Context: an optimization exercise on an open-source flow, tuned for small area. The choices shown serve that exercise and are no tape-out recipe. The RTL was checked by simulation tests, not by an equivalence proof against the original design.

==> flow/constraint.sdc <==
create_clock -name core_clock -period 200.0 [get_ports {ACLK}]
set_input_delay 40.0000 -clock core_clock [delete_from_list [all_inputs] [get_ports {ACLK}]]
set_output_delay 40.0000 -clock core_clock [all_outputs]
set_load 0.01 [all_outputs]
==> flow/run.sh <==
#!/bin/bash
# synth_recipe.tcl (not shown) runs the flow's synth.tcl, then flattens the netlist and writes it again
# the make line also repeats each setting of config.mk as NAME=value (left out here)
make -C /OpenROAD-flow-scripts/flow DESIGN_CONFIG=/design/flow/config.mk WORK_HOME=/design/flow/orfs CLKGATE_MAP_FILE= SYNTH_SCRIPT=/design/flow/synth_recipe.tcl finish
==> flow/design.v <==
module axi4_slave #(
    parameter int          NUM_REGS   = 4     ,
    parameter integer      ID_WIDTH   = 4     ,
    parameter integer      ADDR_WIDTH = 32    ,
    parameter integer      DATA_WIDTH = 32    ,
    parameter logic [31:0] BASE_ADDR  = 32'h0
)(
    input  logic                     ACLK,
    input  logic                     ARESETN,
    input  logic [ID_WIDTH-1:0]       S_AXI_AWID     ,
    input  logic [ADDR_WIDTH-1:0]     S_AXI_AWADDR   ,
    input  logic [7:0]                S_AXI_AWLEN    ,
    input  logic [2:0]                S_AXI_AWSIZE   ,
    input  logic [1:0]                S_AXI_AWBURST  ,
    input  logic                      S_AXI_AWVALID  ,
    output logic                      S_AXI_AWREADY  ,
    input  logic [DATA_WIDTH-1:0]     S_AXI_WDATA    ,
    input  logic [(DATA_WIDTH/8)-1:0] S_AXI_WSTRB    ,
    input  logic                      S_AXI_WLAST    ,
    input  logic                      S_AXI_WVALID   ,
    output logic                      S_AXI_WREADY   ,
    output logic [ID_WIDTH-1:0]       S_AXI_BID      ,
    output logic [1:0]                S_AXI_BRESP    ,
    output logic                      S_AXI_BVALID   ,
    input  logic                      S_AXI_BREADY   ,
    input  logic [ID_WIDTH-1:0  ]     S_AXI_ARID     ,
    input  logic [ADDR_WIDTH-1:0]     S_AXI_ARADDR   ,
    input  logic [7:0]                S_AXI_ARLEN    ,
    input  logic [2:0]                S_AXI_ARSIZE   ,
    input  logic [1:0]                S_AXI_ARBURST  ,
    input  logic                      S_AXI_ARVALID  ,
    output logic                      S_AXI_ARREADY  ,
    output logic [ID_WIDTH-1:0  ]     S_AXI_RID      ,
    output logic [DATA_WIDTH-1:0]     S_AXI_RDATA    ,
    output logic [1:0]                S_AXI_RRESP    ,
    output logic                      S_AXI_RLAST    ,
    output logic                      S_AXI_RVALID   ,
    input  logic                      S_AXI_RREADY   ,
    output logic                      write_en        ,
    output logic                      read_en
);
function automatic [7:0] inc8(input [7:0] a);
    logic c;
    c = 1'b1;
    for (int k = 0; k < 8; k++) begin
        inc8[k] = a[k] ^ c;
        c = c & a[k];
    end
endfunction
function automatic [7:0] dec8(input [7:0] a);
    logic b;
    b = 1'b1;
    for (int k = 0; k < 8; k++) begin
        dec8[k] = a[k] ^ b;
        b = b & ~a[k];
    end
endfunction
function automatic gt8(input [7:0] a, input [7:0] b);
    logic g;
    g = 1'b0;
    for (int k = 0; k < 8; k++)
        g = (a[k] & ~b[k]) | (~(a[k] ^ b[k]) & g);
    gt8 = g;
endfunction
logic [31:0] regfile [4];
localparam logic [1:0] WR_IDLE = 2'd0, WR_WAIT = 2'd1, WR_DATA = 2'd2, WR_RESP = 2'd3;
logic [1:0] wr_state;
logic       awc_hs, wc_hs, b_out;
logic       awaddr_err, wstrb_err, wr_burst_err;
logic [3:0] awid_q;
logic [7:0] awlen_q;
logic [1:0] awsize_q, awburst_q;
logic [3:0] awaddr_q;
logic [1:0] write_ptr;
logic [2:0] wr_wend;
logic [1:0] wr_wstart;
logic [7:0] wr_beat;
wire w_idle = (wr_state == WR_IDLE);
wire w_wait = (wr_state == WR_WAIT);
wire w_data = (wr_state == WR_DATA);
wire w_resp = (wr_state == WR_RESP);
wire w_err  = awaddr_err | wstrb_err | wr_burst_err;
wire w_ok   = ~w_err & ~gt8(wr_beat, awlen_q);
wire w_lat  = w_wait & S_AXI_AWVALID;
logic [2:0] aw_wend;
logic [1:0] aw_wstart;
axi4_slave_wrap u_wwrap (
    .A(S_AXI_AWADDR), .L(awc_hs ? awlen_q : 8'd0), .S(awc_hs ? awsize_q : 2'd0),
    .wend(aw_wend), .wstart(aw_wstart)
);
always_ff @(posedge ACLK or negedge ARESETN) begin
    if (!ARESETN) begin
        wr_state      <= WR_IDLE;
        S_AXI_AWREADY <= 1'b0;
        S_AXI_WREADY  <= 1'b0;
        S_AXI_BVALID  <= 1'b0;
        awc_hs        <= 1'b0;
        wc_hs         <= 1'b0;
        b_out         <= 1'b0;
    end else begin
        b_out <= w_resp;
        case (wr_state)
            WR_IDLE: begin
                if (S_AXI_AWVALID || S_AXI_WVALID) wr_state <= WR_WAIT;
                S_AXI_AWREADY <= 1'b0;
                S_AXI_WREADY  <= 1'b0;
                S_AXI_BVALID  <= 1'b0;
                awc_hs        <= 1'b0;
            end
            WR_WAIT: begin
                if (awc_hs && wc_hs) wr_state <= WR_DATA;
                if (S_AXI_AWVALID) begin
                    S_AXI_AWREADY <= 1'b1;
                    awc_hs        <= 1'b1;
                end
                S_AXI_WREADY <= 1'b1;
                if (S_AXI_WVALID) wc_hs <= 1'b1;
            end
            WR_DATA: begin
                if (S_AXI_WLAST || w_err) wr_state <= WR_RESP;
                S_AXI_AWREADY <= 1'b0;
            end
            WR_RESP: begin
                if (S_AXI_BREADY) wr_state <= WR_IDLE;
                S_AXI_WREADY <= 1'b0;
                S_AXI_BVALID <= ~(S_AXI_BREADY & S_AXI_BVALID);
                if (S_AXI_BREADY && S_AXI_BVALID) begin
                    awc_hs <= 1'b0;
                    wc_hs  <= 1'b0;
                end
            end
        endcase
    end
end
always_ff @(posedge ACLK) begin
    if (w_idle) begin
        awaddr_err   <= 1'b0;
        wstrb_err    <= 1'b0;
        wr_burst_err <= 1'b0;
        wr_beat      <= 8'd0;
    end
    if (w_lat) begin
        awid_q    <= S_AXI_AWID;
        awlen_q   <= S_AXI_AWLEN;
        awsize_q  <= S_AXI_AWSIZE[1:0];
        awburst_q <= S_AXI_AWBURST;
        awaddr_q  <= S_AXI_AWADDR[3:0];
        write_ptr <= S_AXI_AWADDR[3:2];
        wr_wend   <= aw_wend;
        wr_wstart <= aw_wstart;
    end
    if (w_data) begin
        if (w_ok) begin
            wr_beat <= inc8(wr_beat);
            case (awburst_q)
                2'b01: begin
                    if (~gt8(awlen_q, {6'd0, write_ptr})) awaddr_err <= 1'b1;
                    else                              write_ptr  <= write_ptr + 2'd1;
                end
                2'b10: begin
                    if ({write_ptr == 2'd3, write_ptr + 2'd1} == wr_wend) write_ptr <= wr_wstart;
                    else                                     write_ptr <= write_ptr + 2'd1;
                end
                2'b11: wr_burst_err <= 1'b1;
                default: ;
            endcase
        end
        if (S_AXI_WSTRB == 4'd0) wstrb_err <= 1'b1;
        if (wr_beat == 8'd0) begin
            if (awaddr_q[1:0] != 2'b00) awaddr_err <= 1'b1;
        end else begin
            if ((~write_ptr[1] & awaddr_q[3]) | ((write_ptr[1] ~^ awaddr_q[3]) & ~write_ptr[0] & awaddr_q[2])) awaddr_err <= 1'b1;
        end
    end
end
always_ff @(posedge ACLK or negedge ARESETN) begin
    if (!ARESETN) begin
        for (int r = 0; r < 4; r++) regfile[r] <= '0;
    end else if (w_data && w_ok) begin
        for (int i = 0; i < 4; i++)
            if (S_AXI_WSTRB[i]) regfile[write_ptr][8*i +: 8] <= S_AXI_WDATA[8*i +: 8];
    end
end
assign S_AXI_BID   = b_out ? awid_q : 4'd0;
assign S_AXI_BRESP = ~b_out     ? 2'b00 :
                     awaddr_err ? 2'b11 :
                     (wstrb_err | wr_burst_err) ? 2'b10 : 2'b00;
assign write_en = awc_hs & wc_hs;
localparam logic [1:0] RD_IDLE = 2'd0, RD_WAIT = 2'd1, RD_DATA = 2'd2;
logic [1:0] rd_state;
logic       ar_hs;
logic [3:0] arid_q;
logic [7:0] arlen_q;
logic [1:0] arsize_q, arburst_q;
logic [4:0] araddr_q;
logic [1:0] read_ptr;
logic [2:0] rd_wend;
logic [1:0] rd_wstart;
logic [7:0] rd_beat;
logic       ar_err, r_burst_err;
wire r_idle = (rd_state == RD_IDLE);
wire r_wait = (rd_state == RD_WAIT);
wire r_data = (rd_state == RD_DATA);
wire c1 = (rd_beat == inc8(arlen_q)) && (arlen_q != 8'hff) && (araddr_q[1:0] != 2'b00);
wire c2 = ~c1 && (rd_beat == arlen_q) && (araddr_q[4] || (~read_ptr[1] & araddr_q[3]) | ((read_ptr[1] ~^ araddr_q[3]) & ~read_ptr[0] & araddr_q[2]));
wire c3 = ~c1 && ~c2 && (arburst_q == 2'b11);
wire cn = ~c1 && ~c2 && ~c3;
wire r_beat = cn && S_AXI_RREADY && (rd_beat != 8'd0);
logic [2:0] ar_wend;
logic [1:0] ar_wstart;
axi4_slave_wrap u_rwrap (
    .A(S_AXI_ARADDR), .L(arlen_q), .S(arsize_q),
    .wend(ar_wend), .wstart(ar_wstart)
);
always_ff @(posedge ACLK or negedge ARESETN) begin
    if (!ARESETN) begin
        rd_state      <= RD_IDLE;
        S_AXI_ARREADY <= 1'b0;
        ar_hs         <= 1'b0;
        S_AXI_RID     <= '0;
        S_AXI_RDATA   <= '0;
        S_AXI_RRESP   <= 2'b00;
        S_AXI_RLAST   <= 1'b0;
        S_AXI_RVALID  <= 1'b0;
    end else begin
        case (rd_state)
            RD_IDLE: begin
                if (S_AXI_ARVALID) rd_state <= RD_WAIT;
                S_AXI_ARREADY <= 1'b0;
                S_AXI_RLAST   <= 1'b0;
                S_AXI_RVALID  <= 1'b0;
                ar_hs         <= 1'b0;
            end
            RD_WAIT: begin
                if (ar_hs) rd_state <= RD_DATA;
                S_AXI_ARREADY <= 1'b1;
                ar_hs         <= 1'b1;
            end
            RD_DATA: begin
                if (rd_beat == 8'd0 || ar_err || r_burst_err) rd_state <= RD_IDLE;
                S_AXI_ARREADY <= 1'b0;
                if (S_AXI_RREADY) begin
                    if (c1 || c2 || c3) begin
                        S_AXI_RVALID <= 1'b1;
                        S_AXI_RLAST  <= 1'b1;
                        S_AXI_RID    <= arid_q;
                        S_AXI_RRESP  <= c3 ? 2'b01 : 2'b11;
                    end else if (rd_beat != 8'd0) begin
                        S_AXI_RVALID <= 1'b1;
                        S_AXI_RDATA  <= regfile[read_ptr];
                        S_AXI_RID    <= arid_q;
                        if (rd_beat == 8'd1) begin
                            S_AXI_RLAST <= 1'b1;
                            S_AXI_RRESP <= ar_err ? 2'b11 : r_burst_err ? 2'b10 : 2'b00;
                        end
                    end
                end
            end
            default: ;
        endcase
    end
end
always_ff @(posedge ACLK) begin
    if (r_idle) ar_err <= 1'b0;
    r_burst_err <= r_data && c3;
    if (r_wait) begin
        arid_q    <= S_AXI_ARID;
        arlen_q   <= S_AXI_ARLEN;
        araddr_q  <= S_AXI_ARADDR[4:0];
        arburst_q <= S_AXI_ARBURST;
        read_ptr  <= S_AXI_ARADDR[3:2];
        rd_beat   <= inc8(arlen_q);
        rd_wend   <= ar_wend;
        rd_wstart <= ar_wstart;
        if (!ar_hs) arsize_q <= S_AXI_ARSIZE[1:0];
    end
    if (r_data) begin
        if (c1 || c2) ar_err <= 1'b1;
        if (r_beat) begin
            rd_beat <= dec8(rd_beat);
            if (rd_beat != 8'd1) begin
                case (arburst_q)
                    2'b01: begin
                        if (~gt8(arlen_q, {6'd0, read_ptr})) ar_err   <= 1'b1;
                        else                             read_ptr <= read_ptr + 2'd1;
                    end
                    2'b10: begin
                        if ({read_ptr == 2'd3, read_ptr + 2'd1} == rd_wend) read_ptr <= rd_wstart;
                        else                                    read_ptr <= read_ptr + 2'd1;
                    end
                    default: ;
                endcase
            end
        end
    end
end
assign read_en = ar_hs;
endmodule
module axi4_slave_wrap (
    input  logic [31:0] A,
    input  logic [7:0]  L,
    input  logic [1:0]  S,
    output logic [2:0]  wend,
    output logic [1:0]  wstart
);
    function automatic [7:0] dstep(input [7:0] R, input b, input [7:0] Lv, input integer w);
        logic [8:0] R2, s, nl;
        logic c;
        R2 = {R, b};
        for (int k = 0; k < 9; k++)
            if (k > w) R2[k] = 1'b0;
        nl = ~{1'b0, Lv};
        c  = 1'b0;                        
        for (int k = 0; k < 9; k++) begin
            s[k] = R2[k] ^ nl[k] ^ c;
            c    = (R2[k] & nl[k]) | (R2[k] & c) | (nl[k] & c);
        end
        dstep = c ? s[7:0] : R2[7:0];     
        for (int k = 0; k < 8; k++)
            if (k > w) dstep[k] = 1'b0;
    endfunction
    logic [7:0] r [0:30];
    always_comb begin
        r[0] = 8'd0;
        for (int i = 0; i < 30; i++)
            r[i+1] = dstep(r[i], A[31-i], L, i);
    end
    wire [7:0] r1 = dstep(r[30], A[1], L, 8);
    wire [7:0] r0 = dstep(r1, A[0], L, 8);
    wire [7:0] rm = (S == 2'd0) ? r0 : (S == 2'd1) ? r1 : r[30];
    wire [11:0] X  = (S == 2'd0) ? A[11:0] : (S == 2'd1) ? {1'b0, A[11:1]} : {2'b0, A[11:2]};
    logic [11:0] Y;
    logic [7:0]  n;
    always_comb begin
        logic c;
        logic [7:0] nr;
        nr = ~rm;
        c  = 1'b1;
        for (int k = 0; k < 8; k++) begin           
            n[k] = L[k] ^ nr[k] ^ c;
            c    = (L[k] & nr[k]) | (L[k] & c) | (nr[k] & c);
        end
        c = 1'b1;
        for (int k = 0; k < 12; k++) begin          
            logic nk;
            nk   = (k < 8) ? n[k] : 1'b0;
            Y[k] = X[k] ^ nk ^ c;
            c    = (X[k] & nk) | (X[k] & c) | (nk & c);
        end
    end
    wire [1:0] Z = X[1:0] - rm[1:0];
    always_comb begin
        wend   = 3'd0;
        wstart = 2'd0;
        case (S)
            2'd0: if (Y[11:3] == 9'd0 && Y[2:0] != 3'd0 && (Y[2:0] == 3'd4 || !Y[2]))
                                                     begin wend = Y[2:0];         wstart = Z; end
            2'd1: if (Y[10:2] == 9'd0 && Y[1:0] != 2'd0 && Y[1:0] != 2'd3)
                                                     begin wend = {Y[1:0], 1'b0}; wstart = {Z[0], 1'b0}; end
            default: if (Y[9:0] == 10'd1)            begin wend = 3'd4;           wstart = 2'd0; end
        endcase
    end
endmodule
==> flow/config.mk <==
export PLATFORM = sky130hd
export DESIGN_NAME = axi4_slave
export DESIGN_NICKNAME = axi4_slave
export VERILOG_FILES = /design/flow/design.v
export SDC_FILE = /design/flow/constraint.sdc
export NUM_CORES = 4
export LEC_CHECK = 0
export CAP_MARGIN = 20
export CORE_MARGIN = 2
export CORE_UTILIZATION = 40
export PLACE_DENSITY = 0.6
export SLEW_MARGIN = 20
==> results of run 1 <==
[stage by stage]
step                      hold WS, ps  std cells  instance area (µm²)
final                             458       4206                35000
after global routing              490       4206                35000
after CTS                         456       4203                35000
after detailed placement          449       4153                34100
after global placement            442       4153                34100
after floorplan                   430       2985                31000
[cell families after synthesis]
family,count (synthesis),synth area share [%]
AOI/OAI and AO/OA,624,15.1
DFF,256,21.1
buffers and inverters,355,4.55
xor gates and xnor gates,35,0.988
and+or+nand+nor,770,11.9
muxes,397,14.2
adders and majority gates,548,32.2
[synth_stat cells, drive strengths merged, types with 12 or more instances]
| library cell | n | area share [%] |
|---|---|---|
| a211oi | 14 | 0.37 |
| a21o | 15 | 0.36 |
| a21oi | 100 | 1.6 |
| a221o | 19 | 0.61 |
| a221oi | 13 | 0.44 |
| a222oi | 34 | 1.1 |
| a22o | 27 | 0.76 |
| a31oi | 21 | 0.46 |
| and2 | 26 | 0.52 |
| and3 | 19 | 0.38 |
| buf | 35 | 0.68 |
| clkbuf | 67 | 0.81 |
| dfrtp | 180 | 15 |
| dfxtp | 25 | 1.6 |
| edfxtp | 51 | 4.9 |
| fa | 418 | 27 |
| ha | 130 | 5.2 |
| inv | 251 | 3.0 |
| mux2 | 301 | 11 |
| mux2i | 96 | 3.2 |
| nand2 | 297 | 3.6 |
| nand2b | 27 | 0.55 |
| nand3 | 25 | 0.42 |
| nor2 | 195 | 2.4 |
| nor2b | 14 | 0.28 |
| nor3 | 42 | 0.71 |
| nor3b | 12 | 0.29 |
| nor4 | 20 | 0.46 |
| o211ai | 28 | 0.82 |
| o21a | 16 | 0.39 |
| o21ai | 143 | 2.4 |
| o22ai | 22 | 0.46 |
| o31ai | 17 | 0.53 |
| or2 | 29 | 0.59 |
| or3 | 17 | 0.36 |
| xnor2 | 18 | 0.51 |
| xor2 | 17 | 0.48 |
[area by class of cell]
cell class / instances / area [µm²] / area share, %
Inverter: 253 / 951 / 2.72
Clock buffer: 45 / 805 / 2.30
Antenna cell: 3 / 7.51 / 0.0215
Multi-Input combinational cell: 2374 / 23100 / 66.1
Timing Repair Buffer: 230 / 2210 / 6.31
Clock inverter: 5 / 58.8 / 0.168
Sequential cell: 256 / 6540 / 18.7
Tap cell: 1040 / 1300 / 3.72
[worst paths after layout]
check	from	to	slack [ps]	cells after the start
min reg2reg	wr_burst_err	wr_burst_err	460	2
min	wr_burst_err	wr_burst_err	460	2
max	S_AXI_ARADDR[31]	rd_wstart[1]	61120	383
max in group asynchronous	ARESETN	S_AXI_BVALID	158950	2
min in group asynchronous	ARESETN	S_AXI_RDATA[12]	39540	1
max reg2reg	arlen_q[4]	rd_wstart[1]	100330	383
[registers in the layout (all words and copies together), names as in the netlist, 5 cells and up]
signal	count
wr_beat	8
arlen_q	8
regfile	128
araddr_q	5
awlen_q	8
rd_beat	8
S_AXI_RDATA	32
[worst reg2reg max path: cells and delay by family, from the launching register on]
kind	cells	cell delay, ps
AOI/OAI and AO/OA	42	7400
DFF	1	370
adders and majority gates	205	69790
muxes	25	7440
and+or+nand+nor	46	9160
buffers and inverters	65	5380
[routing by layer]
| metal | routed length [µm] | vias to the layer above | share of wire, % |
|---|---|---|---|
| met5 | 52 | - | 0.068 |
| met4 | 1140 | 8 | 1.5 |
| met3 | 3350 | 87 | 4.4 |
| met2 | 37300 | 429 | 49 |
| met1 | 34100 | 11649 | 45 |
| li1 | - | 10990 | - |
==> impl_metrics.csv, run 1 <==
group,metric,value,unit
floorplan,die_area,79800,µm²
global_route,grt_use_total,19.4,%
sta,finClkSkew,29.8,ps
yosys,async_flop_share,70.3,%
critical_path,endpoint_kind,"flip-flop",
layout,final_common_cell,"fa_1",
clocking,cts_hold_buf,0,
routing,drt_iter0_drc,1158,
clocking,post_cts_resized,0,
floorplan,die_x,283,µm
layout,syn_to_final_growth,12.7,%
sta,finalHoldViolCount,0,
place,port_buffers,191,
critical_path,critPathLaunchType,"primary input",
global_route,antenna_found_initial,7,
global_route,grt-busiest-layer,"met2",
critical_path,cp_top_family,"adder cells",
critical_path,path_buf_inv,64,
global_route,grt_pass1_wl,126,mm
clocking,cts.clk_slew.worst_paths,60,ps
place,place_hpwl,58.0,mm
floorplan,dieHeight,283,µm
routing,via_count,23163,
critical_path,critPathMaxFanout,19,
clocking,clkSinkCount,256,
routing,post_drt_wl_per_cell,18.1,µm
critical_path,critical_path_arrival,139290,ps
place,pre_cts_ws,60460,ps
clocking,cts_setup_buffers,0,
floorplan,core,77100,µm²
sta,rsz0062_at_grt,"false",
outcome,status,"timing/DRC/antenna clean",
global_route,use_met1,26.4,%
layout,final_layout_size_suffix_gt1_share,16.1,%
clocking,clockRootBuffer,"clkbuf_16",
global_route,grt_max_degree,110,
job,drv_cap,0,
layout,nFillCells,7470,
sta,setup_ws,61120,ps
routing,drc_errors,0,
yosys,ys_ff_latch,256,
routing,routed_wl,76.0,mm
yosys,synth.cell_area,31000,µm²
floorplan,rows,102,
yosys,synth_cells,2985,
sta,slew_violations,0,
yosys,synthesis.nets,3675,
global_route,grt-ovfl-total,0,
yosys,synth_cell_types,127,
routing,drt_first_pass_iters,6,
layout,fin_util,45.4,%
critical_path,crit_top_cell,"fa_1",
clocking,htreeDepth,1,
floorplan,ioPinCount,194,
routing,ant_nets,0,
sta,slew_headroom,34.1,%
sta,fin_crit_sh,69.4,%
global_route,use_met2,33.2,%
yosys,yosys_warnings,4,
clocking,clk_latency,580,ps
critical_path,crit_type,"primary input to flip-flop",
clocking,cts_buffers,28,
sta,fmax,0.00720,GHz
min_path,min_path_type,"flip-flop to flip-flop",
clocking,cts_tree,"built",
place,gp_congestion,0.855,
routing,vias_per_cell,5.51,
yosys,synth-edff-count,51,
sta,finalCriticalPeriod,138880,ps
sta,worst_pin_slew,989,ps
sta,setup_violations,0,
floorplan,floorplan.initialDensity,40.3,%
layout,fin_nets,3833,
critical_path,slowest_delay,610,ps
global_route,first_global_vias,23641,
critical_path,slowest_stage,"or4_1",
yosys,yosys_most_used_dff,"dfrtp_1",
layout,final_cell_mix,"fa_1 (418), mux2_2 (297), nand2_1 (292), inv_1 (242), nor2_1 (192)",
yosys,seq_area_frac_synth,21.1,%
global_route,grt_util_met3,2.68,%
clocking,clockBufferDepth,3,
yosys,avgSynthCellArea,10.4,µm²
sta,fin_tns_setup,0,ps
critical_path,cp_data_required_time,200410,ps
==> run 2: changes to the inputs <==
--- a/flow/design.v
+++ b/flow/design.v
@@ -70,10 +70,8 @@
 logic [3:0] awid_q;
 logic [7:0] awlen_q;
 logic [1:0] awsize_q, awburst_q;
-logic [3:0] awaddr_q;
+logic [11:0] awaddr_q;
 logic [1:0] write_ptr;
-logic [2:0] wr_wend;
-logic [1:0] wr_wstart;
 logic [7:0] wr_beat;
 wire w_idle = (wr_state == WR_IDLE);
 wire w_wait = (wr_state == WR_WAIT);
@@ -82,11 +80,12 @@
 wire w_err  = awaddr_err | wstrb_err | wr_burst_err;
 wire w_ok   = ~w_err & ~gt8(wr_beat, awlen_q);
 wire w_lat  = w_wait & S_AXI_AWVALID;
-logic [2:0] aw_wend;
-logic [1:0] aw_wstart;
+logic [2:0] wr_wend;
+logic [1:0] wr_wstart;
 axi4_slave_wrap u_wwrap (
+    .ACLK(ACLK), .load(w_lat), .first(w_wait),
     .A(S_AXI_AWADDR), .L(awc_hs ? awlen_q : 8'd0), .S(awc_hs ? awsize_q : 2'd0),
-    .wend(aw_wend), .wstart(aw_wstart)
+    .A_q(awaddr_q), .wend(wr_wend), .wstart(wr_wstart)
 );
 always_ff @(posedge ACLK or negedge ARESETN) begin
     if (!ARESETN) begin
@@ -144,10 +143,7 @@
         awlen_q   <= S_AXI_AWLEN;
         awsize_q  <= S_AXI_AWSIZE[1:0];
         awburst_q <= S_AXI_AWBURST;
-        awaddr_q  <= S_AXI_AWADDR[3:0];
         write_ptr <= S_AXI_AWADDR[3:2];
-        wr_wend   <= aw_wend;
-        wr_wstart <= aw_wstart;
     end
     if (w_data) begin
         if (w_ok) begin
@@ -192,10 +188,8 @@
 logic [3:0] arid_q;
 logic [7:0] arlen_q;
 logic [1:0] arsize_q, arburst_q;
-logic [4:0] araddr_q;
+logic [11:0] araddr_q;
 logic [1:0] read_ptr;
-logic [2:0] rd_wend;
-logic [1:0] rd_wstart;
 logic [7:0] rd_beat;
 logic       ar_err, r_burst_err;
 wire r_idle = (rd_state == RD_IDLE);
@@ -206,11 +200,12 @@
 wire c3 = ~c1 && ~c2 && (arburst_q == 2'b11);
 wire cn = ~c1 && ~c2 && ~c3;
 wire r_beat = cn && S_AXI_RREADY && (rd_beat != 8'd0);
-logic [2:0] ar_wend;
-logic [1:0] ar_wstart;
+logic [2:0] rd_wend;
+logic [1:0] rd_wstart;
 axi4_slave_wrap u_rwrap (
+    .ACLK(ACLK), .load(r_wait), .first(r_wait),
     .A(S_AXI_ARADDR), .L(arlen_q), .S(arsize_q),
-    .wend(ar_wend), .wstart(ar_wstart)
+    .A_q(araddr_q), .wend(rd_wend), .wstart(rd_wstart)
 );
 always_ff @(posedge ACLK or negedge ARESETN) begin
     if (!ARESETN) begin
@@ -266,12 +261,9 @@
     if (r_wait) begin
         arid_q    <= S_AXI_ARID;
         arlen_q   <= S_AXI_ARLEN;
-        araddr_q  <= S_AXI_ARADDR[4:0];
         arburst_q <= S_AXI_ARBURST;
         read_ptr  <= S_AXI_ARADDR[3:2];
         rd_beat   <= inc8(arlen_q);
-        rd_wend   <= ar_wend;
-        rd_wstart <= ar_wstart;
         if (!ar_hs) arsize_q <= S_AXI_ARSIZE[1:0];
     end
     if (r_data) begin
@@ -297,9 +289,13 @@
 assign read_en = ar_hs;
 endmodule
 module axi4_slave_wrap (
+    input  logic        ACLK,
+    input  logic        load,
+    input  logic        first,
     input  logic [31:0] A,
     input  logic [7:0]  L,
     input  logic [1:0]  S,
+    output logic [11:0] A_q,
     output logic [2:0]  wend,
     output logic [1:0]  wstart
 );
@@ -319,16 +315,32 @@
         for (int k = 0; k < 8; k++)
             if (k > w) dstep[k] = 1'b0;
     endfunction
-    logic [7:0] r [0:30];
+    logic [7:0] R_q, L_q;
+    logic [1:0] S_q;
+    logic [7:0] h [0:8];
+    always_comb begin
+        h[0] = 8'd0;
+        for (int i = 0; i < 8; i++)
+            h[i+1] = dstep(h[i], A[31-i], L, i);
+    end
+    wire [11:0] bits = first ? A[23:12] : A_q;
+    wire [7:0]  Lsel = first ? L : L_q;
+    logic [7:0] r [0:12];
     always_comb begin
-        r[0] = 8'd0;
-        for (int i = 0; i < 30; i++)
-            r[i+1] = dstep(r[i], A[31-i], L, i);
-    end
-    wire [7:0] r1 = dstep(r[30], A[1], L, 8);
-    wire [7:0] r0 = dstep(r1, A[0], L, 8);
-    wire [7:0] rm = (S == 2'd0) ? r0 : (S == 2'd1) ? r1 : r[30];
-    wire [11:0] X  = (S == 2'd0) ? A[11:0] : (S == 2'd1) ? {1'b0, A[11:1]} : {2'b0, A[11:2]};
+        r[0] = first ? h[8] : R_q;
+        for (int i = 0; i < 12; i++)
+            r[i+1] = dstep(r[i], bits[11-i], Lsel, 8);
+    end
+    always_ff @(posedge ACLK) begin
+        if (load) begin
+            R_q <= r[12];
+            A_q <= A[11:0];
+            L_q <= L;
+            S_q <= S;
+        end
+    end
+    wire [7:0]  rm = (S_q == 2'd0) ? r[12] : (S_q == 2'd1) ? r[11] : r[10];
+    wire [11:0] X  = (S_q == 2'd0) ? A_q : (S_q == 2'd1) ? {1'b0, A_q[11:1]} : {2'b0, A_q[11:2]};
     logic [11:0] Y;
     logic [7:0]  n;
     always_comb begin
@@ -337,8 +349,8 @@
         nr = ~rm;
         c  = 1'b1;
         for (int k = 0; k < 8; k++) begin           
-            n[k] = L[k] ^ nr[k] ^ c;
-            c    = (L[k] & nr[k]) | (L[k] & c) | (nr[k] & c);
+            n[k] = L_q[k] ^ nr[k] ^ c;
+            c    = (L_q[k] & nr[k]) | (L_q[k] & c) | (nr[k] & c);
         end
         c = 1'b1;
         for (int k = 0; k < 12; k++) begin          
@@ -352,7 +364,7 @@
     always_comb begin
         wend   = 3'd0;
         wstart = 2'd0;
-        case (S)
+        case (S_q)
             2'd0: if (Y[11:3] == 9'd0 && Y[2:0] != 3'd0 && (Y[2:0] == 3'd4 || !Y[2]))
                                                      begin wend = Y[2:0];         wstart = Z; end
             2'd1: if (Y[10:2] == 9'd0 && Y[1:0] != 2'd0 && Y[1:0] != 2'd3)
==> run 2 against run 1 <==
Still clean. Register-to-register slack gained 29000 ps. Hold slack lost 40 ps. Worst setup slack gained 30000 ps. Die area decreased by 16%. Critical path type unchanged. Largest cell class unchanged.
==> impl_metrics.csv, run 2 <==
group,metric,value,unit
outcome,status,"timing/DRC/antenna clean",
routing,drc_errors,0,
critical_path,critical_path_arrival,109280,ps
layout,regMostFlops,"regfile",
sta,worst_pin_slew,1010,ps
sta,slew_headroom,32.3,%
critical_path,crit_top_cell,"fa_1",
layout,multi_input_area,17100,µm²
layout,syn_to_final_growth,15.9,%
place,place_area,28800,µm²
critical_path,slowest_stage,"nor4_1",
layout,final_cell_mix,"fa_1 (248), nand2_1 (233), mux2_2 (233), inv_1 (210), clkdlybuf4s50_1 (190)",
layout,final_layout_size_suffix_gt1_share,15.2,%
sta,setup_violations,0,
critical_path,slowest_delay,830,ps
global_route,antenna_found_initial,4,
clocking,cts_tree,"built",
global_route,first_global_vias,20376,
sta,finalHoldViolCount,0,
routing,via_count,19470,
floorplan,rows,93,
critical_path,cp_data_required_time,200420,ps
place,place_hpwl,51.6,mm
layout,final_common_cell,"fa_1",
critical_path,crit_type,"primary input to flip-flop",
yosys,synth-edff-count,84,
sta,finClkSkew,25.9,ps
layout,largest_reg_flops,128,
job,drv_cap,0,
clocking,clockBufferDepth,3,
clocking,clk_latency,560,ps
yosys,synth_top_area_cell,"fa_1",
yosys,synthTopCellsByArea,"fa_1 (19%), dfrtp_1 (17%), mux2_2 (10%), edfxtp_1 (9.7%), ha_1 (5.1%)",
floorplan,die_x,259,µm
critical_path,path_buf_inv,30,
critical_path,rr_startpoint,"awc_hs",
routing,routed_wl,68.2,mm
clocking,post_cts_resized,0,
critical_path,reg2reg_to,"write_ptr[1]",
sta,finalCriticalPeriod,108860,ps
clocking,cts_buffers,37,
clocking,clockRootBuffer,"clkbuf_16",
clocking,cts_hold_buf,0,
sta,rsz0062_at_grt,"false",
place,gp_congestion,0.886,
layout,fin_nets,3134,
sta,fin_tns_setup,0,ps
sta,fmax,0.00919,GHz
critical_path,critPathLaunchType,"primary input",
critical_path,cp.depth,230,
yosys,avgSynthCellArea,10.5,µm²
global_route,grt-ovfl-total,0,
yosys,async_flop_share,60.6,%
layout,largestRegisters,"regfile x128, S_AXI_RDATA x32",
sta,setup_ws,91140,ps
routing,vias_per_cell,5.53,
clocking,cts_setup_buffers,0,
critical_path,r2r_setup_slack,129600,ps
floorplan,core,64200,µm²
critical_path,critPathMaxFanout,15,
sta,holdWs,418,ps
yosys,synth_cell_types,114,
min_path,holdPathEnd,"u_rwrap.S_q[1]",
yosys,seq_area_frac_synth,29.6,%
global_route,grt_max_degree,100,
yosys,yosys_warnings,5,
place,port_buffers,191,
routing,ant_nets,0,
routing,drt_iter0_drc,1168,
yosys,synth.most_common_cell,"fa_1",
clocking,clkSinkCount,297,
floorplan,floorplan.initialDensity,40.4,%
yosys,synthesis.nets,2974,
layout,fin_util,46.8,%
global_route,grt_pass1_wl,110,mm
floorplan,die_area,66900,µm²
place,pre_cts_ws,90690,ps
layout,seq_area,7690,µm²
min_path,min_path_type,"flip-flop to flip-flop",
floorplan,ioPinCount,194,
routing,post_drt_wl_per_cell,19.4,µm
yosys,yosys_most_used_dff,"dfrtp_1",
yosys,synth_common_cells,"fa_1 (248), mux2_2 (233), nand2_1 (233), inv_1 (211), dfrtp_1 (180)",
critical_path,cp_top_family,"adder cells",
floorplan,dieHeight,259,µm
clocking,cts.clk_slew.worst_paths,60,ps
min_path,whs_path_depth,0,
clocking,htreeDepth,2,
place,placed_cells,3454,
yosys,synth.cell_area,25900,µm²
min_path,hold_start,"arsize_q[1]",
yosys,ys_ff_latch,297,
yosys,synthDominantCellAreaShare,19.1,%
yosys,synth_cells,2478,
layout,nFillCells,6003,
sta,slew_violations,0,
layout,layoutNonFillerInstCount,3522,
sta,fin_crit_sh,54.4,%
routing,drt_first_pass_iters,8,
critical_path,endpoint_kind,"flip-flop",
global_route,grt_use_total,20.5,%
critical_path,r2r_cells,230,
layout,finish.instance_area,30100,µm²
[run 2: worst max-delay path by stage]
stage	from	endpoint	slack (ps)
global route	S_AXI_AWADDR[31]	write_ptr[1]	86960
finish	S_AXI_AWADDR[31]	write_ptr[1]	91140
global placement	S_AXI_AWADDR[31]	write_ptr[1]	91450
floorplan	S_AXI_AWADDR[31]	write_ptr[1]	97540
CTS	S_AXI_AWADDR[31]	write_ptr[1]	91080
detailed placement	S_AXI_AWADDR[31]	write_ptr[1]	90690
[run 2: worst register-to-register path: cells and delay by family (launching register included)]
kind / cells / cell delay, ps
adders and majority gates: 125 / 45950
muxes: 16 / 5280
DFF: 1 / 790
and+or+nand+nor: 28 / 7120
buffers and inverters: 29 / 2050
AOI/OAI and AO/OA: 32 / 9040
[run 2: cell families after synthesis]
family                     Yosys count  synth area share [%]
AOI/OAI and AO/OA                  525                  14.7
xor gates and xnor gates            36                  1.22
adders and majority gates          356                  24.3
buffers and inverters              314                  4.76
DFF                                297                  29.6
muxes                              344                  14.5
and+or+nand+nor                    606                  10.9
[run 2: layout make-up]
cell class	count	share of cell area (%)
inverters	214	2.68
clock buffers	57	3.61
multi-input cells	1867	56.8
repair buffers	221	7.13
clock inverters	10	0.612
well taps	855	3.56
flip-flops and latches	297	25.6
diodes	1	0.00833
[run 2: per-layer routing]
layer | global-route usage [%] | part of all wire (%) | routed length [µm] | vias up
met2 | 34.1 | 48 | 32500 | 457
met5 | 0 | 0.050 | 34 | -
met4 | 7.45 | 3.4 | 2310 | 6
met1 | 27.4 | 45 | 30400 | 9749
li1 | - | - | - | 9131
met3 | 2.90 | 4.4 | 2980 | 127
==> run 3: changes to the inputs <==
--- a/flow/design.v
+++ b/flow/design.v
@@ -62,17 +62,25 @@
         g = (a[k] & ~b[k]) | (~(a[k] ^ b[k]) & g);
     gt8 = g;
 endfunction
+function automatic lt2(input [1:0] a, input [1:0] b);
+    lt2 = (~a[1] & b[1]) | ((a[1] ~^ b[1]) & ~a[0] & b[0]);
+endfunction
 logic [31:0] regfile [4];
+logic [3:0]  reg_ok;
 localparam logic [1:0] WR_IDLE = 2'd0, WR_WAIT = 2'd1, WR_DATA = 2'd2, WR_RESP = 2'd3;
-logic [1:0] wr_state;
-logic       awc_hs, wc_hs, b_out;
-logic       awaddr_err, wstrb_err, wr_burst_err;
-logic [3:0] awid_q;
-logic [7:0] awlen_q;
-logic [1:0] awsize_q, awburst_q;
+logic [1:0]  wr_state;
+logic        awc_hs, wc_hs, b_out;
+logic        awaddr_err, wstrb_err, wr_burst_err;
+logic [3:0]  awid_q;
+logic [7:0]  awlen_q;        
+logic [1:0]  awsize_q, awburst_q;
+logic [7:0]  wdiv_l;         
+logic [1:0]  wdiv_s;         
 logic [11:0] awaddr_q;
-logic [1:0] write_ptr;
-logic [7:0] wr_beat;
+logic [1:0]  write_ptr;
+logic [7:0]  wr_beat;
+logic [2:0]  wr_wend;
+logic [1:0]  wr_wstart;
 wire w_idle = (wr_state == WR_IDLE);
 wire w_wait = (wr_state == WR_WAIT);
 wire w_data = (wr_state == WR_DATA);
@@ -80,11 +88,12 @@
 wire w_err  = awaddr_err | wstrb_err | wr_burst_err;
 wire w_ok   = ~w_err & ~gt8(wr_beat, awlen_q);
 wire w_lat  = w_wait & S_AXI_AWVALID;
-logic [2:0] wr_wend;
-logic [1:0] wr_wstart;
+wire w_we   = w_data & w_ok;
+wire [7:0] aw_l = awc_hs ? awlen_q  : 8'd0;
+wire [1:0] aw_s = awc_hs ? awsize_q : 2'd0;
 axi4_slave_wrap u_wwrap (
     .ACLK(ACLK), .load(w_lat), .first(w_wait),
-    .A(S_AXI_AWADDR), .L(awc_hs ? awlen_q : 8'd0), .S(awc_hs ? awsize_q : 2'd0),
+    .A(S_AXI_AWADDR), .L(w_wait ? aw_l : wdiv_l), .S(wdiv_s),
     .A_q(awaddr_q), .wend(wr_wend), .wstart(wr_wstart)
 );
 always_ff @(posedge ACLK or negedge ARESETN) begin
@@ -143,6 +152,8 @@
         awlen_q   <= S_AXI_AWLEN;
         awsize_q  <= S_AXI_AWSIZE[1:0];
         awburst_q <= S_AXI_AWBURST;
+        wdiv_l    <= aw_l;
+        wdiv_s    <= aw_s;
         write_ptr <= S_AXI_AWADDR[3:2];
     end
     if (w_data) begin
@@ -151,11 +162,11 @@
             case (awburst_q)
                 2'b01: begin
                     if (~gt8(awlen_q, {6'd0, write_ptr})) awaddr_err <= 1'b1;
-                    else                              write_ptr  <= write_ptr + 2'd1;
+                    else                                  write_ptr  <= write_ptr + 2'd1;
                 end
                 2'b10: begin
                     if ({write_ptr == 2'd3, write_ptr + 2'd1} == wr_wend) write_ptr <= wr_wstart;
-                    else                                     write_ptr <= write_ptr + 2'd1;
+                    else                                                  write_ptr <= write_ptr + 2'd1;
                 end
                 2'b11: wr_burst_err <= 1'b1;
                 default: ;
@@ -165,16 +176,19 @@
         if (wr_beat == 8'd0) begin
             if (awaddr_q[1:0] != 2'b00) awaddr_err <= 1'b1;
         end else begin
-            if ((~write_ptr[1] & awaddr_q[3]) | ((write_ptr[1] ~^ awaddr_q[3]) & ~write_ptr[0] & awaddr_q[2])) awaddr_err <= 1'b1;
+            if (lt2(write_ptr, awaddr_q[3:2])) awaddr_err <= 1'b1;
         end
     end
 end
 always_ff @(posedge ACLK or negedge ARESETN) begin
-    if (!ARESETN) begin
-        for (int r = 0; r < 4; r++) regfile[r] <= '0;
-    end else if (w_data && w_ok) begin
+    if (!ARESETN)  reg_ok            <= 4'd0;
+    else if (w_we) reg_ok[write_ptr] <= 1'b1;
+end
+always_ff @(posedge ACLK) begin
+    if (w_we) begin
         for (int i = 0; i < 4; i++)
-            if (S_AXI_WSTRB[i]) regfile[write_ptr][8*i +: 8] <= S_AXI_WDATA[8*i +: 8];
+            if (S_AXI_WSTRB[i] || !reg_ok[write_ptr])
+                regfile[write_ptr][8*i +: 8] <= S_AXI_WSTRB[i] ? S_AXI_WDATA[8*i +: 8] : 8'h00;
     end
 end
 assign S_AXI_BID   = b_out ? awid_q : 4'd0;
@@ -183,30 +197,32 @@
                      (wstrb_err | wr_burst_err) ? 2'b10 : 2'b00;
 assign write_en = awc_hs & wc_hs;
 localparam logic [1:0] RD_IDLE = 2'd0, RD_WAIT = 2'd1, RD_DATA = 2'd2;
-logic [1:0] rd_state;
-logic       ar_hs;
-logic [3:0] arid_q;
-logic [7:0] arlen_q;
-logic [1:0] arsize_q, arburst_q;
+logic [1:0]  rd_state;
+logic        ar_hs;
+logic [3:0]  arid_q;
+logic [7:0]  arlen_q;        
+logic [7:0]  arlen2_q;       
+logic [1:0]  arsize_q, arburst_q;
 logic [11:0] araddr_q;
-logic [1:0] read_ptr;
-logic [7:0] rd_beat;
-logic       ar_err, r_burst_err;
+logic [1:0]  read_ptr;
+logic [2:0]  rd_wend;
+logic [1:0]  rd_wstart;
+logic [7:0]  rd_beat;
+logic        ar_err, r_burst_err;
 wire r_idle = (rd_state == RD_IDLE);
 wire r_wait = (rd_state == RD_WAIT);
 wire r_data = (rd_state == RD_DATA);
-wire c1 = (rd_beat == inc8(arlen_q)) && (arlen_q != 8'hff) && (araddr_q[1:0] != 2'b00);
-wire c2 = ~c1 && (rd_beat == arlen_q) && (araddr_q[4] || (~read_ptr[1] & araddr_q[3]) | ((read_ptr[1] ~^ araddr_q[3]) & ~read_ptr[0] & araddr_q[2]));
+wire c1 = (rd_beat == inc8(arlen2_q)) && (arlen2_q != 8'hff) && (araddr_q[1:0] != 2'b00);
+wire c2 = ~c1 && (rd_beat == arlen2_q) && (araddr_q[4] || lt2(read_ptr, araddr_q[3:2]));
 wire c3 = ~c1 && ~c2 && (arburst_q == 2'b11);
 wire cn = ~c1 && ~c2 && ~c3;
 wire r_beat = cn && S_AXI_RREADY && (rd_beat != 8'd0);
-logic [2:0] rd_wend;
-logic [1:0] rd_wstart;
 axi4_slave_wrap u_rwrap (
     .ACLK(ACLK), .load(r_wait), .first(r_wait),
     .A(S_AXI_ARADDR), .L(arlen_q), .S(arsize_q),
     .A_q(araddr_q), .wend(rd_wend), .wstart(rd_wstart)
 );
+wire [31:0] rd_word = reg_ok[read_ptr] ? regfile[read_ptr] : 32'd0;
 always_ff @(posedge ACLK or negedge ARESETN) begin
     if (!ARESETN) begin
         rd_state      <= RD_IDLE;
@@ -242,7 +258,7 @@
                         S_AXI_RRESP  <= c3 ? 2'b01 : 2'b11;
                     end else if (rd_beat != 8'd0) begin
                         S_AXI_RVALID <= 1'b1;
-                        S_AXI_RDATA  <= regfile[read_ptr];
+                        S_AXI_RDATA  <= rd_word;
                         S_AXI_RID    <= arid_q;
                         if (rd_beat == 8'd1) begin
                             S_AXI_RLAST <= 1'b1;
@@ -260,11 +276,15 @@
     r_burst_err <= r_data && c3;
     if (r_wait) begin
         arid_q    <= S_AXI_ARID;
-        arlen_q   <= S_AXI_ARLEN;
         arburst_q <= S_AXI_ARBURST;
         read_ptr  <= S_AXI_ARADDR[3:2];
-        rd_beat   <= inc8(arlen_q);
-        if (!ar_hs) arsize_q <= S_AXI_ARSIZE[1:0];
+        if (!ar_hs) begin
+            arlen_q  <= S_AXI_ARLEN;
+            arsize_q <= S_AXI_ARSIZE[1:0];
+        end else begin
+            arlen2_q <= S_AXI_ARLEN;
+            rd_beat  <= inc8(arlen_q);
+        end
     end
     if (r_data) begin
         if (c1 || c2) ar_err <= 1'b1;
@@ -273,12 +293,12 @@
             if (rd_beat != 8'd1) begin
                 case (arburst_q)
                     2'b01: begin
-                        if (~gt8(arlen_q, {6'd0, read_ptr})) ar_err   <= 1'b1;
-                        else                             read_ptr <= read_ptr + 2'd1;
+                        if (~gt8(arlen2_q, {6'd0, read_ptr})) ar_err   <= 1'b1;
+                        else                                  read_ptr <= read_ptr + 2'd1;
                     end
                     2'b10: begin
                         if ({read_ptr == 2'd3, read_ptr + 2'd1} == rd_wend) read_ptr <= rd_wstart;
-                        else                                    read_ptr <= read_ptr + 2'd1;
+                        else                                                read_ptr <= read_ptr + 2'd1;
                     end
                     default: ;
                 endcase
@@ -315,8 +335,7 @@
         for (int k = 0; k < 8; k++)
             if (k > w) dstep[k] = 1'b0;
     endfunction
-    logic [7:0] R_q, L_q;
-    logic [1:0] S_q;
+    logic [7:0] R_q;
     logic [7:0] h [0:8];
     always_comb begin
         h[0] = 8'd0;
@@ -324,23 +343,20 @@
             h[i+1] = dstep(h[i], A[31-i], L, i);
     end
     wire [11:0] bits = first ? A[23:12] : A_q;
-    wire [7:0]  Lsel = first ? L : L_q;
     logic [7:0] r [0:12];
     always_comb begin
         r[0] = first ? h[8] : R_q;
         for (int i = 0; i < 12; i++)
-            r[i+1] = dstep(r[i], bits[11-i], Lsel, 8);
+            r[i+1] = dstep(r[i], bits[11-i], L, 8);
     end
     always_ff @(posedge ACLK) begin
         if (load) begin
             R_q <= r[12];
             A_q <= A[11:0];
-            L_q <= L;
-            S_q <= S;
         end
     end
-    wire [7:0]  rm = (S_q == 2'd0) ? r[12] : (S_q == 2'd1) ? r[11] : r[10];
-    wire [11:0] X  = (S_q == 2'd0) ? A_q : (S_q == 2'd1) ? {1'b0, A_q[11:1]} : {2'b0, A_q[11:2]};
+    wire [7:0]  rm = (S == 2'd0) ? r[12] : (S == 2'd1) ? r[11] : r[10];
+    wire [11:0] X  = (S == 2'd0) ? A_q : (S == 2'd1) ? {1'b0, A_q[11:1]} : {2'b0, A_q[11:2]};
     logic [11:0] Y;
     logic [7:0]  n;
     always_comb begin
@@ -349,8 +365,8 @@
         nr = ~rm;
         c  = 1'b1;
         for (int k = 0; k < 8; k++) begin           
-            n[k] = L_q[k] ^ nr[k] ^ c;
-            c    = (L_q[k] & nr[k]) | (L_q[k] & c) | (nr[k] & c);
+            n[k] = L[k] ^ nr[k] ^ c;
+            c    = (L[k] & nr[k]) | (L[k] & c) | (nr[k] & c);
         end
         c = 1'b1;
         for (int k = 0; k < 12; k++) begin          
@@ -364,7 +380,7 @@
     always_comb begin
         wend   = 3'd0;
         wstart = 2'd0;
-        case (S_q)
+        case (S)
             2'd0: if (Y[11:3] == 9'd0 && Y[2:0] != 3'd0 && (Y[2:0] == 3'd4 || !Y[2]))
                                                      begin wend = Y[2:0];         wstart = Z; end
             2'd1: if (Y[10:2] == 9'd0 && Y[1:0] != 2'd0 && Y[1:0] != 2'd3)
==> flow/flow/run.sh (new file) <==
#!/bin/bash
# Standard layout, logged.
bash standard.sh > standard.log 2>&1
==> flow/standard.sh (new file) <==
#!/bin/bash
# synth_recipe.tcl (not shown) runs the flow's synth.tcl, then flattens the netlist and writes it again
# the make line also repeats each setting of config.mk as NAME=value (left out here)
make -C /OpenROAD-flow-scripts/flow DESIGN_CONFIG=/design/flow/config.mk WORK_HOME=/design/flow/orfs CLKGATE_MAP_FILE= SYNTH_SCRIPT=/design/flow/synth_recipe.tcl "${@:-finish}"
removed: flow/run.sh
==> run 3 against run 2 <==
Largest cell class unchanged. Critical endpoint unchanged. Final cell count decreased by 3.0%. Wire length shrank 1.9%. Sequential share of layout area is 2.8 points higher. Still clean. Count of clock-buffer cells in the layout down 8. Highest routed layer unchanged.
==> impl_metrics.csv, run 3 <==
group,metric,value,unit
floorplan,rows,93,
yosys,yosys_most_used_dff,"edfxtp_1",
place,port_buffers,191,
layout,nFillCells,5987,
routing,routed_wl,66.9,mm
clocking,cts_buffers,34,
floorplan,ioPinCount,194,
critical_path,slowest_delay,630,ps
clocking,cts_setup_buffers,0,
yosys,muxShareOfSynthArea,11.3,%
global_route,antenna_found_initial,9,
routing,drc_errors,0,
layout,fin_nets,3030,
routing,post_drt_wl_per_cell,19.6,µm
layout,fin_util,46.4,%
layout,syn_to_final_growth,15.3,%
clocking,cts_hold_buf,0,
global_route,first_global_vias,19449,
yosys,yosys_warnings,4,
global_route,grt_pass1_wl,107,mm
layout,final_common_cell,"fa_1",
yosys,synth.most_common_cell,"fa_1",
yosys,synth_top_family_by_area,"adder cells",
routing,via_count,19027,
critical_path,critical_path_arrival,104210,ps
critical_path,rr_startpoint,"wr_state[1]",
floorplan,die_area,66700,µm²
critical_path,crit_path_start,"S_AXI_AWADDR[31]",
yosys,seq_area_frac_synth,32.7,%
critical_path,crit_type,"primary input to flip-flop",
critical_path,endpoint_kind,"flip-flop",
yosys,synth-edff-count,218,
layout,largestRegisters,"regfile x128, S_AXI_RDATA x32",
routing,ant_nets,0,
clocking,htreeDepth,2,
job,drv_cap,0,
yosys,synthTopCellsByArea,"edfxtp_1 (25%), fa_1 (19%), dfrtp_1 (5.4%), ha_1 (5.2%), mux2_2 (5.1%)",
yosys,async_flop_share,18.7,%
sta,setup_violations,0,
clocking,cts.clk_slew.worst_paths,60,ps
layout,largest_reg_flops,128,
global_route,grt-ovfl-total,0,
layout,final_layout_size_suffix_gt1_share,12.0,%
floorplan,core,64200,µm²
clocking,post_cts_resized,0,
critical_path,crit_top_cell,"fa_1",
yosys,synth_top_area_cell,"edfxtp_1",
sta,finalCriticalPeriod,103780,ps
yosys,synth_cell_types,108,
sta,fmax,0.00964,GHz
sta,fin_crit_sh,51.9,%
yosys,ys_ff_latch,299,
routing,vias_per_cell,5.57,
yosys,yosys.area_share.simple,12.7,%
routing,drt_first_pass_iters,5,
yosys,synthDominantCellAreaShare,25.3,%
sta,rsz0062_at_grt,"false",
clocking,clockBufferDepth,3,
place,gp_congestion,0.885,
sta,finClkSkew,18.1,ps
sta,slew_violations,0,
clocking,clkSinkCount,299,
clocking,cts_tree,"built",
critical_path,r2r_cells,242,
layout,final_cell_mix,"fa_1 (249), nand2_1 (242), edfxtp_1 (218), clkdlybuf4s50_1 (190), inv_1 (182)",
yosys,synth_common_cells,"fa_1 (249), nand2_1 (242), edfxtp_1 (218), inv_1 (183), o21ai_0 (133)",
yosys,synthAdderAreaFrac,24.5,%
critical_path,critPathLaunchType,"primary input",
sta,worst_pin_slew,1120,ps
outcome,status,"timing/DRC/antenna clean",
critical_path,critPathMaxFanout,17,
clocking,clk_latency,560,ps
yosys,synthesis.nets,2856,
yosys,synth.cell_area,25900,µm²
yosys,synthXorXnorAreaFrac,1.15,%
floorplan,die_x,258,µm
min_path,whs_path_depth,2,
sta,finalHoldViolCount,0,
floorplan,dieHeight,258,µm
sta,slew_headroom,25.3,%
sta,holdWs,474,ps
critical_path,cp_data_required_time,200430,ps
yosys,synth_cells,2357,
place,place_hpwl,51.7,mm
min_path,hold_start,"wstrb_err",
floorplan,floorplan.initialDensity,40.2,%
routing,drt_iter0_drc,1320,
sta,fin_tns_setup,0,ps
clocking,clockRootBuffer,"clkbuf_16",
critical_path,slowest_stage,"or3_1",
yosys,synth_compound_area_share,13.6,%
global_route,grt_max_degree,65,
layout,regMostFlops,"regfile",
min_path,min_path_type,"flip-flop to flip-flop",
yosys,avgSynthCellArea,11.0,µm²
global_route,grt_use_total,20.2,%
-- run 3: changes by cell type in the layout (fill, tap and decap cells not counted), moves of 13 or more --
| cell | delta |
|---|---|
| edfxtp_1 | +134 |
| dfrtp_1 | -124 |
| mux2_2 | -117 |
| and2_1 | +35 |
| nor2_1 | -35 |
| mux4_2 | +34 |
| a222oi_1 | -32 |
| a21oi_1 | -29 |
| inv_1 | -28 |
| mux2i_1 | -19 |
| o31ai_1 | +14 |
| a31oi_1 | +13 |
| nor3_1 | +13 |
-- run 3: logic make-up after synthesis --
| kind of cell | after synthesis |
|---|---|
| multiplexers | 234 |
| adder cells (fa/ha/maj) | 358 |
| flip-flops | 299 |
| XOR/XNOR | 34 |
| buffers and inverters | 268 |
| AO/OA/AOI/OAI | 496 |
| AND/OR/NAND/NOR | 668 |
-- run 3: worst paths after layout --
kind / slack (ps) / to
max in group asynchronous: 159900 / S_AXI_AWREADY
min in group asynchronous: 39600 / S_AXI_RDATA[23]
setup reg to reg: 134230 / write_ptr[1]
setup / recovery: 96220 / write_ptr[1]
hold / removal: 470 / wstrb_err
hold reg to reg: 470 / wstrb_err
-- run 3: cell type report --
cell class	count	area, µm²	area share (%)
multi-input cells	1790	16400	54.9
clock inverters	13	141	0.474
inverters	185	696	2.33
diodes	3	7.51	0.0252
repair buffers	221	2130	7.15
well taps	855	1070	3.59
clock buffers	49	948	3.18
flip-flops and latches	299	8450	28.3
-- run 3: through the flow --
step                      instances  setup WS [ps]  area (µm²)
after floorplan                2357         101540       25900
after global placement         3350          96650       28700
after detailed placement       3350          96010       28700
after CTS                      3412          96480       29800
after global routing           3412          92740       29800
final                          3415          96220       29800
-- run 3: critical path: cells and delay by family --
family	cells	cell delay, ps
compound gates	33	7760
simple gates	29	6660
fa+ha+maj	123	40970
buf+inv	36	3080
xor+xnor	1	150
mux	17	5420
-- run 3: layer usage --
metal  routed length [µm]  vias to the layer above  track usage (%)
li1                     -                     8877                -
met1                29900                     9560             27.9
met2                31500                      490             32.9
met3                 3950                       94             3.61
met4                 1450                        6             5.19
met5                   38                        -                0
==> run 4: changes to the inputs <==
==> flow/flow/run.sh (replaced) <==
#!/bin/bash
# Standard layout, with the smallest buffer on each port.
export BUFFER_PORTS_ARGS="-buffer_cell sky130_fd_sc_hd__buf_1"
bash standard.sh > standard.log 2>&1
==> run 4 against run 3 <==
Final cell count about the same. Area after synthesis stayed put. First-iteration DRC count shrank 2.1%. Highest routed layer unchanged. Critical path depth unchanged. Core utilization down 1.8 points. Worst setup slack improved by 470 ps.
==> impl_metrics.csv, run 4 <==
group,metric,value,unit
outcome,status,"timing/DRC/antenna clean",
routing,post_drt_wl_per_cell,19.7,µm
critical_path,critPathLaunchType,"primary input",
clocking,cts_hold_buf,0,
floorplan,rows,93,
floorplan,ioPinCount,194,
sta,fmax,0.00968,GHz
yosys,synth_top_area_cell,"edfxtp_1",
clocking,cts_setup_buffers,0,
critical_path,critical_path_arrival,103730,ps
yosys,synth_cells,2357,
clocking,cts.clk_slew.worst_paths,60,ps
clocking,cts_buffers,34,
floorplan,floorplan.initialDensity,40.2,%
sta,setup_ws,96690,ps
min_path,hold_start,"wr_burst_err",
yosys,synth-edff-count,218,
routing,drt_first_pass_iters,5,
sta,finalHoldViolCount,0,
critical_path,rr_startpoint,"wr_state[1]",
clocking,clkSinkCount,299,
global_route,grt_max_degree,84,
yosys,synthesis.nets,2856,
floorplan,die_x,258,µm
place,port_buffers,191,
layout,syn_to_final_growth,10.7,%
yosys,synthDominantCellAreaShare,25.3,%
yosys,synth_cell_types,108,
yosys,synth_common_cells,"fa_1 (249), nand2_1 (242), edfxtp_1 (218), inv_1 (183), o21ai_0 (133)",
clocking,clockBufferDepth,3,
yosys,synth.most_common_cell,"fa_1",
critical_path,cp_top_family,"adder cells",
sta,slew_violations,0,
yosys,synth.cell_area,25900,µm²
yosys,async_flop_share,18.7,%
place,place_hpwl,51.6,mm
sta,fin_crit_sh,51.7,%
layout,fin_util,44.6,%
place,place_area,27500,µm²
layout,largestRegisters,"regfile x128, S_AXI_RDATA x32",
critical_path,cp_data_required_time,200420,ps
yosys,seq_area_frac_synth,32.7,%
place,pre_cts_ws,96460,ps
layout,final_common_cell,"fa_1",
layout,final_layout_size_suffix_gt1_share,12.0,%
sta,fin_tns_setup,0,ps
min_path,min_path_type,"flip-flop to flip-flop",
critical_path,crit_top_cell,"fa_1",
floorplan,dieHeight,258,µm
layout,nFillCells,6087,
sta,finClkSkew,25.0,ps
layout,seq_area,8450,µm²
layout,largest_reg_flops,128,
yosys,synthTopCellsByArea,"edfxtp_1 (25%), fa_1 (19%), dfrtp_1 (5.4%), ha_1 (5.2%), mux2_2 (5.1%)",
routing,via_count,19119,
global_route,antenna_found_initial,4,
routing,drc_errors,0,
critical_path,path_buf_inv,36,
layout,final_cell_mix,"fa_1 (249), nand2_1 (242), edfxtp_1 (218), buf_1 (190), inv_1 (182)",
floorplan,core,64200,µm²
routing,vias_per_cell,5.60,
layout,regMostFlops,"regfile",
sta,worst_pin_slew,1030,ps
critical_path,slowest_delay,630,ps
yosys,ys_ff_latch,299,
global_route,grt-ovfl-total,0,
critical_path,crit_type,"primary input to flip-flop",
job,drv_cap,0,
critical_path,critPathMaxFanout,17,
critical_path,endpoint_kind,"flip-flop",
layout,multi_input_area,16400,µm²
critical_path,slowest_stage,"or4_1",
floorplan,die_area,66700,µm²
routing,drt_iter0_drc,1292,
routing,routed_wl,67.3,mm
global_route,grt_pass1_wl,109,mm
global_route,first_global_vias,19962,
clocking,htreeDepth,2,
clocking,post_cts_resized,0,
clocking,clk_latency,560,ps
layout,fin_nets,3029,
global_route,grt_use_total,20.3,%
layout,finish.instance_area,28600,µm²
sta,slew_headroom,31.2,%
sta,setup_violations,0,
yosys,yosys_warnings,4,
routing,ant_nets,0,
yosys,avgSynthCellArea,11.0,µm²
sta,finalCriticalPeriod,103310,ps
critical_path,crit_path_start,"S_AXI_AWADDR[31]",
clocking,cts_tree,"built",
clocking,clockRootBuffer,"clkbuf_16",
place,gp_congestion,0.900,
yosys,yosys_most_used_dff,"edfxtp_1",
sta,rsz0062_at_grt,"false",
-- run 4: cells by family (layout without fill, tap and decap cells) --
family / Yosys count / in the layout / synth area share [%]
buf+inv: 268 / 467 / 4.08
xor+xnor: 34 / 34 / 1.15
flops: 299 / 299 / 32.7
fa+ha+maj: 358 / 358 / 24.5
mux: 234 / 234 / 11.3
other cells: 0 / 1 / 0
simple gates: 668 / 668 / 12.7
compound gates: 496 / 496 / 13.6
-- run 4: through the flow --
step | std cells | hold WS (ps)
after floorplan | 2357 | 430
after global placement | 3349 | 444
after detailed placement | 3349 | 456
after CTS | 3411 | 465
after global routing | 3411 | 501
final | 3412 | 461
-- run 4: area by class of cell --
type | instances | area share [%]
inverters | 185 | 2.43
clock buffers | 54 | 3.56
clock inverters | 8 | 0.310
well taps | 855 | 3.74
diodes | 1 | 0.00874
repair buffers | 220 | 3.27
flip-flops and latches | 299 | 29.5
multi-input cells | 1790 | 57.2
-- run 4: path summary, 6_finish.rpt --
| check | slack, ps | cells past startpoint | endpoint |
|---|---|---|---|
| min in group asynchronous | 39610 | 2 | S_AXI_RDATA[18] |
| setup reg to reg | 134050 | 242 | write_ptr[1] |
| hold / removal | 460 | 2 | wr_burst_err |
| hold reg to reg | 460 | 2 | wr_burst_err |
| setup / recovery | 96690 | 239 | write_ptr[1] |
| max in group asynchronous | 159850 | 2 | S_AXI_RID[0] |
-- run 4: tightest hold or removal path: stages (launching register included) --
cell and delay (ps):
dfxtp_1 310, inv_1 40, o21ai_0 60
-- run 4: routing by layer --
metal | vias to the layer above | GRT usage [%] | share of wire, %
li1 | 8884 | - | -
met1 | 9574 | 28.1 | 44
met2 | 535 | 32.8 | 47
met3 | 122 | 3.57 | 5.9
met4 | 4 | 6.20 | 3.0
met5 | - | 0 | 0.039
==> run 5: changes to the inputs <==
==> flow/flow/run.sh (replaced) <==
#!/bin/bash
# Standard ORFS layout with three changes, each tool logging to its own file:
#  - synthesis maps the logic with an area-oriented ABC script (flow/abc_area.script)
#    instead of ORFS's delay-oriented one; everything else in synthesis is unchanged,
#    so the registers are the standard synthesis's;
#  - each port gets the smallest buffer (buf_1) instead of clkdlybuf4s50_1;
#  - the clock tree uses smaller clock buffers and no dummy loads.
set -e
HERE=$(pwd)
rm -rf scripts_area
cp -r "$FLOW_HOME/scripts" scripts_area
cp flow/abc_area.script scripts_area/abc_speed.script
export SCRIPTS_DIR=$HERE/scripts_area
export BUFFER_PORTS_ARGS="-buffer_cell sky130_fd_sc_hd__buf_1"
export CTS_ARGS="-sink_clustering_enable -repair_clock_nets -dont_use_dummy_load -buf_list sky130_fd_sc_hd__clkbuf_8 -sink_clustering_size 20 -sink_clustering_max_diameter 60"
bash standard.sh > standard.log 2>&1
==> flow/flow/abc_area.script (new file) <==
strash
balance
rewrite
refactor
balance
rewrite
rewrite -z
balance
refactor -z
rewrite -z
balance
dch -f
amap -m
topo
==> run 5 against run 4 <==
Global-route usage shrank 0.27 points. Hold slack gained 18 ps. Die area shrank 16%. Design area shrank 16%. Flip-flop and latch count is the same. Synthesized cell count shrank 23%. Still clean on timing, DRC and antenna. Via count shrank 16%. Critical path depth shrank 8. Fmax grew 4.0%. Worst setup slack gained 4000 ps. Sequential share of layout area grew 5.7 points.
==> impl_metrics.csv, run 5 <==
group,metric,value,unit
critical_path,crit_type,"primary input to flip-flop",
sta,finClkSkew,121,ps
routing,drc_errors,0,
critical_path,r2r_setup_slack,137090,ps
yosys,muxShareOfSynthArea,0.104,%
global_route,grt_use_total,20.1,%
clocking,post_cts_resized,0,
place,place_hpwl,40.6,mm
yosys,yosys_warnings,4,
layout,finish.instance_area,24000,µm²
yosys,synthDominantCellAreaShare,30.2,%
routing,drt_iter0_drc,952,
critical_path,path_buf_inv,53,
sta,finalHoldViolCount,0,
layout,largest_reg_flops,128,
clocking,cts.clk_slew.worst_paths,90,ps
sta,rsz0062_at_grt,"false",
min_path,min_path_type,"flip-flop to flip-flop",
yosys,synth.cell_area,21700,µm²
job,drv_cap,0,
layout,fin_nets,2580,
sta,fin_crit_sh,49.7,%
yosys,seq_area_frac_synth,39.0,%
floorplan,core,53700,µm²
clocking,cts_hold_buf,0,
critical_path,critical_path_arrival,99860,ps
sta,slew_headroom,28.5,%
yosys,synth_compound_area_share,20.6,%
layout,regMostFlops,"regfile",
yosys,synth_top_family_by_area,"adder cells",
routing,ant_nets,0,
sta,slew_violations,0,
clocking,clockRootBuffer,"clkbuf_8",
floorplan,die_x,237,µm
layout,nFillCells,4963,
layout,syn_to_final_growth,10.8,%
yosys,synth_cells,1817,
critical_path,slowest_delay,670,ps
clocking,clockBufferDepth,3,
yosys,synthXorXnorAreaFrac,0.0808,%
yosys,yosys_most_used_dff,"edfxtp_1",
sta,fmax,0.0101,GHz
yosys,synth-edff-count,218,
clocking,cts_tree,"built",
global_route,grt_util_met3,3.29,%
critical_path,slowest_stage,"a2111oi_0",
global_route,grt-ovfl-total,0,
global_route,grt_pass1_wl,90.0,mm
yosys,synthAdderAreaFrac,29.2,%
global_route,grt_max_degree,71,
floorplan,ioPinCount,194,
routing,routed_wl,55.2,mm
routing,post_drt_wl_per_cell,19.9,µm
floorplan,rows,85,
layout,seq_area,8450,µm²
critical_path,critPathLaunchType,"primary input",
sta,setup_violations,0,
yosys,synth_top_area_cell,"edfxtp_1",
outcome,status,"timing/DRC/antenna clean",
yosys,synthTopCellsByArea,"edfxtp_1 (30%), fa_1 (23%), dfrtp_1 (6.5%), ha_1 (6.2%), o22a_1 (4.4%)",
clocking,clk_latency,670,ps
yosys,ys_ff_latch,299,
routing,via_count,16040,
sta,holdWs,479,ps
yosys,async_flop_share,18.7,%
layout,fin_util,44.7,%
layout,final_cell_mix,"fa_1 (249), clkinv_1 (235), edfxtp_1 (218), buf_1 (190), nor2_1 (131)",
critical_path,critPathMaxFanout,10,
run 5: tightest hold or removal path, cell delays in order (launching register included):
cell     delay [ps]
dfrtp_1         350
nand2_1          50
o41ai_1          50
run 5: routing by layer:
layer  part of all wire, %  vias to the layer above
met2                    49                      441
met4                   2.4                       10
li1                      -                     7467
met1                    43                     8032
met3                   5.3                       90
met5                  0.12                        -
run 5: cell type report:
type                       instances  area share (%)
antenna                            3          0.0313
clock buffer                      29            1.66
inverter                         238            3.72
multi-input combinational       1280            51.5
sequential                       299            35.2
tap                              696            3.63
timing repair buffer             233            4.28
run 5: final timing paths:
check | depth (start not counted) | from | end
max | 231 | S_AXI_AWADDR[31] | write_ptr[0]
min | 2 | S_AXI_RDATA[4] | S_AXI_RDATA[4]
max reg2reg | 234 | wr_state[1] | write_ptr[0]
min reg2reg | 2 | S_AXI_RDATA[4] | S_AXI_RDATA[4]
max in group asynchronous | 2 | ARESETN | S_AXI_RDATA[27]
min in group asynchronous | 2 | ARESETN | S_AXI_RDATA[29]
run 5: cell families after synthesis:
group	count (synthesis)
AOI/OAI and AO/OA	586
adders and majority gates	357
and+or+nand+nor	333
DFF	299
buffers and inverters	238
xor gates and xnor gates	2
muxes	2
run 5: metrics by stage:
stage / worst slack (ps) / cells
3_5_place_dp: 100220 / 2744
4_1_cts: 100750 / 2773
3_3_place_gp: 101220 / 2744
2_1_floorplan: 103200 / 1817
5_1_grt: 96890 / 2778
6_report: 100690 / 2778

## re-timing with driven ports
The results above use ideal ports. As a check the final layouts listed here were re-extracted and re-timed, cells and wires unchanged.
Step 1: set_driving_cell puts a clkbuf_16 on ACLK and a buf_2 on each other input, an assumption about the parent block.
Step 2 moves the port delays by t, midway between the first and last clock arrival at a register: inputs arrive t later, outputs are due t later. That takes back most of the time a late clock gives input paths.
a / b / c = ideal ports / drivers / drivers and shift; a / b = the first two.
| run | t (ns) | slack for setup (ns) | worst setup path after step 2 | worst register clock-pin slew, ns |
|---|---|---|---|---|
| run 1 | 0.614 | 61.122 / 61.119 / 60.505 | input to register | 0.07 / 0.07 |
| run 2 | 0.605 | 91.139 / 91.173 / 90.569 | input to register | 0.06 / 0.06 |
| run 3 | 0.603 | 96.217 / 96.246 / 95.643 | input to register | 0.06 / 0.06 |
| run 4 | 0.592 | 96.688 / 96.719 / 96.127 | input to register | 0.07 / 0.07 |
| run 5 | 0.657 | 100.689 / 100.673 / 100.015 | input to register | 0.12 / 0.12 |
After both steps setup and hold are still met in every run listed. The setup slack of run 5, which loses most, moves by -0.016 ns with the drivers and by -0.674 ns with both steps.
